Background: an optimization exercise with open tools, aiming at small area. Do not read the settings as production practice.
The RTL was checked by simulation tests, not by an equivalence proof against the original design.
Power is estimated from default activity; no workload was simulated.

==> inputs of harbor <==
// top
module top(clk, reset_n, M0_req, M0_address, M0_wr, M0_dout, M0_grant, M_din, timer_interrupt, fifo_cnt, fifo_flag);
==> flow/config.mk <==
export PLATFORM = sky130hd
export DESIGN_NAME = top
export DESIGN_NICKNAME = top
export VERILOG_FILES = /design/flow/design.v
export SDC_FILE = /design/flow/constraint.sdc
export NUM_CORES = 4
export LEC_CHECK = 0
export CAP_MARGIN = 20
export CORE_MARGIN = 2
export CORE_UTILIZATION = 65
export CTS_BUF_LIST = sky130_fd_sc_hd__clkbuf_8
export CTS_CLUSTER_DIAMETER = 60
export CTS_CLUSTER_SIZE = 15
export GPL_TIMING_DRIVEN = 0
export SLEW_MARGIN = 20
export SYNTH_HIERARCHICAL = 1
==> flow/constraint.sdc <==
create_clock -name core_clock -period 6.0 [get_ports {clk}]
set_input_delay 1.2000 -clock core_clock [delete_from_list [all_inputs] [get_ports {clk}]]
set_output_delay 1.2000 -clock core_clock [all_outputs]
set_load 0.01 [all_outputs]
standard.sh (not shown) runs the stock make flow with config.mk's settings and CLKGATE_MAP_FILE= SYNTH_SCRIPT=/design/flow/synth_recipe.tcl, a recipe that flattens the netlist after the stock synthesis.
==> flow/flow/run.sh <==
#!/bin/bash
# Own layout flow: the standard flow (standard.sh) with three changes:
#  - synthesis maps logic with an area-oriented ABC script (flow/abc_map.script)
#    in place of ORFS's speed script; registers are inferred and mapped exactly
#    as in the standard synthesis,
#  - ports are buffered with buf_1 cells,
#  - CTS inserts no dummy loads.
# Each run's full output goes to a log file in the work folder.
set -euo pipefail
W="$(pwd)"
rm -rf "$W/scripts_mod"
cp -r "$FLOW_HOME/scripts" "$W/scripts_mod"
cp "$W/flow/abc_map.script" "$W/scripts_mod/abc_speed.script"
export SCRIPTS_DIR="$W/scripts_mod"
export BUFFER_PORTS_ARGS="-buffer_cell sky130_fd_sc_hd__buf_1"
export CTS_ARGS="-sink_clustering_enable -repair_clock_nets -sink_clustering_size 18 -sink_clustering_max_diameter 60 -buf_list sky130_fd_sc_hd__clkbuf_8 -dont_use_dummy_load"
bash "$W/standard.sh" > "$W/flow_make.log" 2>&1
==> flow/flow/abc_map.script <==
&get -n
&st
&syn2
&dch -f
&nf -R 1000
&st
&syn2
&dch -f
&nf -R 1000
&put
==> inputs of violet, as changes to harbor <==
--- a/flow/design.v
+++ b/flow/design.v
@@ -217,71 +217,64 @@
 			con <= con_nx;
 			la <= la_nx;
 			lv <= lv_nx;
 		end
 	end
 	assign timer_interrupt = cs[1];
 	wire	[3:0]	frdec = 4'b0001 << fr;
 	wire			rv = (rsrc == 3'd7);
-	wire	[3:0]	cl;
-	generate
-		for (gb = 0; gb < 4; gb = gb + 1)
-		begin : g_cl
-			mx4 u(.s(fr), .d0(cnt_all[gb]), .d1(cnt_all[4 + gb]), .d2(cnt_all[8 + gb]), .d3(cnt_all[12 + gb]), .y(cl[gb]));
-		end
-	endgenerate
-	wire	[7:0]	row = {8{rv}} & (8'h01 << cl[2:0]);
 	wire	[31:0]	rsel;
 	generate
 		for (gi = 0; gi < 4; gi = gi + 1)
 		begin : g_rsel
+			wire	[7:0]	hdec = 8'h01 << cnt_all[gi*4 +: 3];
 			for (gk = 0; gk < 8; gk = gk + 1)
 			begin : g_k
-				assign rsel[gi*8 + gk] = frdec[gi] & row[gk];
+				assign rsel[gi*8 + gk] = rv & frdec[gi] & hdec[gk];
 			end
 		end
 	endgenerate
 	wire	[7:0]	rs = 8'h01 << rsrc;
-	wire	[4:0]	xd = {msd, csd};
+	wire	[7:0]	xsrc;		 
+	assign xsrc[0] = ~((rs[1] & cs[1]) | (rs[2] & con) | (rs[6] & csd[0]));
+	assign xsrc[1] = ~(rs[6] & csd[1]);
+	assign xsrc[2] = ~(rs[6] & msd[0]);
+	assign xsrc[3] = ~(rs[6] & msd[1]);
+	assign xsrc[4] = ~(rs[6] & msd[2]);
+	assign xsrc[7:5] = 3'b111;
 	generate
 		for (gb = 0; gb < 8; gb = gb + 1)
 		begin : g_rbit
 			wire	[31:0]	col;
 			for (gk = 0; gk < 32; gk = gk + 1)
 			begin : g_col
 				assign col[gk] = mq[gk*8 + gb];
 			end
-			wire	[11:0]	t;
+			wire	[12:0]	t;
 			for (gk = 0; gk < 10; gk = gk + 1)
 			begin : g_t
 				ao222n u(.a1(col[3*gk]), .a2(rsel[3*gk]), .b1(col[3*gk+1]), .b2(rsel[3*gk+1]), .c1(col[3*gk+2]), .c2(rsel[3*gk+2]), .y(t[gk]));
 			end
+			ao22n u10(.a1(col[30]), .a2(rsel[30]), .b1(col[31]), .b2(rsel[31]), .y(t[10]));
 			ao222n u11(.a1(la[gb]), .a2(rs[3]), .b1(lv[gb]), .b2(rs[4]), .c1(cv[gb]), .c2(rs[5]), .y(t[11]));
-			if (gb == 0)
-			begin : g_b0
-				wire	t12, t13;
-				ao222n u10(.a1(col[30]), .a2(rsel[30]), .b1(col[31]), .b2(rsel[31]), .c1(cs[1]), .c2(rs[1]), .y(t[10]));
-				ao22n u12(.a1(con), .a2(rs[2]), .b1(xd[0]), .b2(rs[6]), .y(t12));
-				nand13 u_or(.a({t12, t}), .y(M_din[gb]));
-			end
-			else if (gb < 5)
-			begin : g_b14
-				ao222n u10(.a1(col[30]), .a2(rsel[30]), .b1(col[31]), .b2(rsel[31]), .c1(xd[gb]), .c2(rs[6]), .y(t[10]));
-				nand12 u_or(.a(t), .y(M_din[gb]));
-			end
-			else
-			begin : g_b57
-				ao22n u10(.a1(col[30]), .a2(rsel[30]), .b1(col[31]), .b2(rsel[31]), .y(t[10]));
-				nand12 u_or(.a(t), .y(M_din[gb]));
-			end
+			assign t[12] = xsrc[gb];
+			nand13 u_or(.a(t), .y(M_din[gb]));
 		end
 	endgenerate
 	wire			fvalid = (cat != C_NONE);
-	wire	[3:0]	rc = {4{fvalid}} & cl;
+	wire	[3:0]	rc;
+	generate
+		for (gb = 0; gb < 4; gb = gb + 1)
+		begin : g_rc
+			wire	m;
+			mx4 u(.s(fr), .d0(cnt_all[gb]), .d1(cnt_all[4 + gb]), .d2(cnt_all[8 + gb]), .d3(cnt_all[12 + gb]), .y(m));
+			assign rc[gb] = fvalid & m;
+		end
+	endgenerate
 	assign fifo_cnt = rc;
 	assign fifo_flag[5] = rc[3];
 	assign fifo_flag[4] = fvalid & ~(rc[3] | rc[2] | rc[1] | rc[0]);
 	assign fifo_flag[3] = cat[2] & cat[0];
 	assign fifo_flag[2] = cat[2] & cat[1] & ~cat[0];
 	assign fifo_flag[1] = ~cat[2] & cat[0];
 	assign fifo_flag[0] = ~cat[2] & cat[1] & ~cat[0];
 endmodule
@@ -295,21 +288,16 @@
 	output	y;
 	assign y = ~((a1 & a2) | (b1 & b2) | (c1 & c2));
 endmodule
 module ao22n(a1, a2, b1, b2, y);
 	input	a1, a2, b1, b2;
 	output	y;
 	assign y = ~((a1 & a2) | (b1 & b2));
 endmodule
-module nand12(a, y);
-	input	[11:0]	a;
-	output	y;
-	assign y = ~&a;
-endmodule
 module nand13(a, y);
 	input	[12:0]	a;
 	output	y;
 	assign y = ~&a;
 endmodule
 module mx4(s, d0, d1, d2, d3, y);
 	input	[1:0]	s;
 	input	d0, d1, d2, d3;
--- a/flow/flow/run.sh
+++ b/flow/flow/run.sh
@@ -8,10 +8,10 @@
 # Each run's full output goes to a log file in the work folder.
 set -euo pipefail
 W="$(pwd)"
 rm -rf "$W/scripts_mod"
 cp -r "$FLOW_HOME/scripts" "$W/scripts_mod"
 cp "$W/flow/abc_map.script" "$W/scripts_mod/abc_speed.script"
 export SCRIPTS_DIR="$W/scripts_mod"
 export BUFFER_PORTS_ARGS="-buffer_cell sky130_fd_sc_hd__buf_1"
-export CTS_ARGS="-sink_clustering_enable -repair_clock_nets -sink_clustering_size 18 -sink_clustering_max_diameter 60 -buf_list sky130_fd_sc_hd__clkbuf_8 -dont_use_dummy_load"
+export CTS_ARGS="-sink_clustering_enable -repair_clock_nets -sink_clustering_size 15 -sink_clustering_max_diameter 60 -buf_list sky130_fd_sc_hd__clkbuf_8 -dont_use_dummy_load"
 bash "$W/standard.sh" > "$W/flow_make.log" 2>&1
- CORE_UTILIZATION: 65 -> 60
==> summary.txt <==
item                                                                    violet                   harbor
Met2 Wirelength                                                       12900 µm                 14300 µm
Standard-cell row count                                                     51                       48
Outcome                                                complete, no violations  complete, no violations
Fraction of area in multi-input gates                                    0.411                    0.408
Wire length of the first global-routing pass                          46600 µm                 48400 µm
Fraction of the mapped netlist area in compound gates                    0.319                    0.317
Lkg Pwr                                                                4.94 nW                  4.82 nW
Slowest Stage Delay on Critical Path                                   0.59 ns                  0.61 ns
Die area                                                            0.0207 mm²               0.0189 mm²
Detailed-placement wirelength estimate                                20500 µm                 21500 µm
Buffer share of cell area                                               0.0201                   0.0205
Total detailed-routing wirelength                                     30500 µm                 31200 µm
Number of global-route vias before repair                                 8088                     8403
Multi-Input Combinational                                                  654                      637
Final routed wire length divided by cell count                         23.1 µm                  24.8 µm
Reg power frac                                                           0.584                    0.667
Worst Path Required                                                    6.47 ns                  6.48 ns
Core area                                                           0.0193 mm²               0.0174 mm²
Final layout net count                                                    1085                     1066

[separate check: timing with driven ports]
Ports are ideal in the flow. The routed layouts listed here were re-timed in OpenROAD.
Step 1 assumes that a clkbuf_16 drives the clock port and a buf_2 every other input.
Step 2 also shifts input and output timing later by t, the mid clock arrival at the registers, as if the neighbouring blocks saw the same clock.
Three values: ideal ports, drivers, drivers and shift; two values: the first two.
| run | t, ns | slack for setup (ns) | pins driven straight from the clock port |
|---|---|---|---|
| harbor | 0.579 | 0.698 / 0.698 / 0.519 | 1 |
| violet | 0.596 | 1.073 / 1.073 / 0.810 | 1 |
After both steps every run listed still meets setup and hold. For violet, which loses most, drivers alone change the setup slack by 0.000 ns; drivers and shift together by -0.263 ns.
